Source: an optimization exercise on an open RTL-to-GDS flow (aim: small area, a short achievable clock period and few clock cycles). Production flows keep margins and buffers that such runs may drop. RTL that was checked went through simulation tests only; none was proved equivalent to the original. No activity file was given, so power comes from the tool's default toggle rates.

## MPQ
module MPQ(
    input clk,
    input rst,
    input data_valid,
    input [7:0] data,
    input cmd_valid,
    input [2:0] cmd,
    input [7:0] index,
    input [7:0] value,
    output reg busy,
    output reg RAM_valid,
    output [7:0] RAM_A,
    output [7:0] RAM_D,
    output reg done
);
    function gt8;
        input [7:0] a, b;
        reg [7:0] g, ge;
        reg [3:0] g2, ge2;
        reg [1:0] g4, ge4;
        integer k;
        begin
            g  = a & ~b;
            ge = a | ~b;
            for (k = 0; k < 4; k = k + 1) begin
                g2[k]  = g[2*k+1] | (ge[2*k+1] & g[2*k]);
                ge2[k] = g[2*k+1] | (ge[2*k+1] & ge[2*k]);
            end
            for (k = 0; k < 2; k = k + 1) begin
                g4[k]  = g2[2*k+1] | (ge2[2*k+1] & g2[2*k]);
                ge4[k] = g2[2*k+1] | (ge2[2*k+1] & ge2[2*k]);
            end
            gt8 = g4[1] | (ge4[1] & g4[0]);
        end
  ...
Settings: LEC_CHECK=0, ABC_AREA=1, CAP_MARGIN=20, CORE_MARGIN=2, CORE_UTILIZATION=35, SLEW_MARGIN=20; clock period 10.0 ns.
standard.sh (not shown) runs the stock make flow with config.mk's settings and CLKGATE_MAP_FILE= SYNTH_SCRIPT=/design/flow/synth_recipe.tcl, a recipe that flattens the netlist after the stock synthesis.
==> flow/flow/run.sh <==
#!/bin/bash
set -euo pipefail
bash standard.sh SETUP_SLACK_MARGIN=6 finish > make_finish.log 2>&1
The starting point passed the timing, design-rule and antenna checks.
Then changed:
--- a/flow/design.v
+++ b/flow/design.v
@@ -2,23 +2,23 @@
     input clk,
     input rst,
     input data_valid,
     input [7:0] data,
     input cmd_valid,
     input [2:0] cmd,
     input [7:0] index,
     input [7:0] value,
     output reg busy,
     output reg RAM_valid,
     output [7:0] RAM_A,
-    output [7:0] RAM_D,
+    output reg [7:0] RAM_D,
     output reg done
 );
     function gt8;
         input [7:0] a, b;
         reg [7:0] g, ge;
         reg [3:0] g2, ge2;
         reg [1:0] g4, ge4;
         integer k;
         begin
             g  = a & ~b;
             ge = a | ~b;
@@ -58,38 +58,40 @@
     reg       started;
     reg       m_upd;    
     reg       m_sup;    
     reg       m_ins;    
     reg       m_ext;    
     reg       m_stA;    
     reg [1:0] bph;      
     reg       m_hp;     
     reg       m_sdn;    
     reg [3:0]  pos;     
     reg [7:0]  vv;      
-    reg [3:0]  sz;      
+    reg [3:0]  sz;
+    wire [7:0] a1n;      
     reg [15:0] p;       
     integer j;
     wire accept = cmd_valid & ~busy & started & ~data_valid;
     reg [3:0] size_n;
     always @(*) begin
         if (data_valid | m_ins)
             size_n = size + 4'd1;
         else if (m_ext)
             size_n = size - 4'd1;
         else
             size_n = size;
     end
+    reg  [3:0] wa;
+    wire [4:0] wa2 = {1'b0, wa} + 5'd2;
     wire wr_acc  = accept & (cmd == 3'd4);
-    wire p_le1   = p[0] | p[1];
-    wire wr_cont = RAM_valid & ~p_le1;
+    wire wr_cont = RAM_valid & (wa2 <= {1'b0, size});
     always @(posedge clk or posedge rst) begin
         if (rst) begin
             size <= 4'd0;
             started <= 1'b0;
             m_upd <= 1'b0;
             m_sup <= 1'b0;
             m_ins <= 1'b0;
             m_ext <= 1'b0;
             m_stA <= 1'b0;
             bph <= 2'd0;
             m_hp <= 1'b0;
@@ -103,59 +105,58 @@
                 started <= 1'b1;
             m_upd <= data_valid | (accept & ((cmd == 3'd2) | (cmd == 3'd3)));
             m_sup <= accept & ((cmd == 3'd2) | (cmd == 3'd3));
             m_ins <= accept & (cmd == 3'd3);
             m_ext <= accept & (cmd == 3'd1);
             m_stA <= accept & (cmd == 3'd0);
             bph <= m_stA ? 2'd1 : (bph == 2'd1) ? 2'd2 : (bph == 2'd2) ? 2'd3 : 2'd0;
             m_hp <= m_stA | (bph == 2'd1) | (bph == 2'd2);
             m_sdn <= (accept & ((cmd == 3'd0) | (cmd == 3'd1))) | m_stA |
                      (bph == 2'd1) | (bph == 2'd2);
             busy <= (accept & (cmd == 3'd0)) | m_stA | (bph == 2'd1) |
-                    (wr_acc & (size_n > 4'd1)) | (RAM_valid & ~p_le1 & ~p[2]);
+                    (wr_acc & (size_n > 4'd1)) | (wr_cont & (wa2 != {1'b0, size}));
             RAM_valid <= (wr_acc & (size_n != 4'd0)) | wr_cont;
-            done <= (wr_acc & (size_n <= 4'd1)) | (RAM_valid & p[2]);
+            done <= (wr_acc & (size_n <= 4'd1)) | (wr_cont & (wa2 == {1'b0, size}));
         end
     end
     always @(posedge clk) begin
         vv <= data_valid ? data : value;
         pos <= data_valid ? size_n : (cmd == 3'd3) ? size_n + 4'd1 : index[3:0];
         if (accept & ((cmd == 3'd2) | (cmd == 3'd3)))
             sz <= 4'd0;
         else
             sz <= (accept & (cmd == 3'd1)) ? size_n - 4'd1 : size_n;
+        wa <= wr_cont ? wa + 4'd1 : 4'd0;
+        RAM_D <= wr_cont ? NV : a1n;
         if (wr_cont)
-            p <= {1'b0, p[15:1]};
+            p <= {p[14:0], 1'b0};
+        else if (wr_acc)
+            p <= 16'd1 << 2;
         else if (data_valid | (accept & ((cmd == 3'd2) | (cmd == 3'd3))))
             p <= 16'd1;
         else if (m_stA)
             p <= 16'd1 << 3;
         else if (bph == 2'd1)
             p <= 16'd1 << 2;
         else if (bph == 2'd2)
             p <= 16'd1 << 1;
         else
             p <= 16'd1 << size_n;
     end
     reg [7:0] NV;
-    reg [3:0] ra;
     always @(*) begin
         NV = {8{p[0]}} & vv;
-        ra = 4'd0;
-        for (j = 1; j <= 15; j = j + 1) begin
+        for (j = 1; j <= 15; j = j + 1)
             NV = NV | ({8{p[j]}} & A[j]);
-            ra = ra | ({4{p[j]}} & (j - 1));
-        end
-    end
-    assign RAM_D = NV;
-    assign RAM_A = {4'd0, ra};
+    end
+    assign RAM_A = {4'd0, wa};
     reg        rs  [1:7];    
     reg        lv  [1:7];    
     reg [7:0]  mcv [1:7];    
     reg        root[1:7];
     reg        onc [1:15];   
     reg        go  [1:7];    
     reg [1:0]  cm  [1:7];    
     reg        fr  [1:7];    
     always @(*) begin
         fr[1] = m_sup & ((pos[3] & pos[2]) | (~pos[3] & pos[2] & pos[1]) | (~pos[3] & ~pos[2] & pos[1] & pos[0]));
         fr[2] = m_sup & ((pos[3:2] == 2'b10) & pos[1] | (pos[3:1] == 3'b010) & pos[0]);
@@ -203,17 +204,22 @@
     reg        upch [1:15];   
     reg        dnpa [1:15];   
     always @(*) begin
         for (j = 1; j <= 15; j = j + 1) begin
             upch[j] = (j <= 7) && m_sdn && onc[j] && go[j];
             dnpa[j] = (j > 1) && ((m_sup && ((pos == j && m1) || (a1 == j && m2) || (a2 == j && m3))) ||
                                   (j >= 8 && m_stA && onc[j]));
             en[j]   = (m_upd && (pos == j || (m1 && a1 == j) || (m2 && a2 == j) || (m3 && j == 1))) ||
                       (m_sdn && onc[j] && (j >= 8 || go[j] || !root[j] || (j == 1 && m_ext)));
         end
     end
+    reg [7:0] an [1:15];      
+    always @(*) begin
+        for (j = 1; j <= 15; j = j + 1)
+            an[j] = !en[j] ? A[j] : upch[j] ? mcv[j] : dnpa[j] ? A[j/2] : NV;
+    end
+    assign a1n = an[1];
     always @(posedge clk) begin
         for (j = 1; j <= 15; j = j + 1)
-            if (en[j])
-                A[j] <= upch[j] ? mcv[j] : dnpa[j] ? A[j/2] : NV;
+            A[j] <= an[j];
     end
 endmodule
Clock-buffer cell count came out lower by 3.
Global-route usage came out lower by 3.0 points.
Via count hardly moves.
Flip-flop and latch count came out higher by 12.
Area after synthesis came out higher by a few percent.
Design area came out lower slightly.
Die area came out higher by a few percent.
Routed wire length came out lower by a few percent.
Worst setup slack improved by 81 ps.
Register-to-register slack improved by 50 ps.
Combinational power came out higher by about a fifth.
Clock power came out higher by roughly a tenth.
Testbench counts after the change, summed over its fixed seeds: cycles 12,800.
Function not checked in the first run of this note: the RTL went through the layout flow alone.

re-timing with driven ports:
How much do the figures lean on ideal ports? The routed layouts below were timed once more, with nothing changed but the port constraints.
Step 1: set_driving_cell puts a clkbuf_16 on clk and a buf_2 on each other input, an assumption about the parent block.
Step 2 moves the port delays by t, midway between the first and last clock arrival at a register: inputs arrive t later, outputs are due t later. That takes back most of the time a late clock gives input paths.
a / b / c = ideal ports / drivers / drivers and shift; a / b = the first two.
| run | t (ns) | slack for setup (ns) | hold WS [ns] | slew at the worst register clock pin (ns) | worst data-port slew with drivers (ns) |
|---|---|---|---|---|---|
| the first run | 0.516 | 6.018 / 5.964 / 5.695 | 0.462 / 0.462 / 0.462 | 0.08 / 0.08 | 0.03 |
| the second run | 0.534 | 6.099 / 6.099 / 5.751 | 0.459 / 0.459 / 0.459 | 0.08 / 0.08 | 0.03 |
After both steps every run listed still meets setup and hold. The setup slack of the second run, which loses most, moves by 0.000 ns with the drivers and by -0.348 ns with both steps.
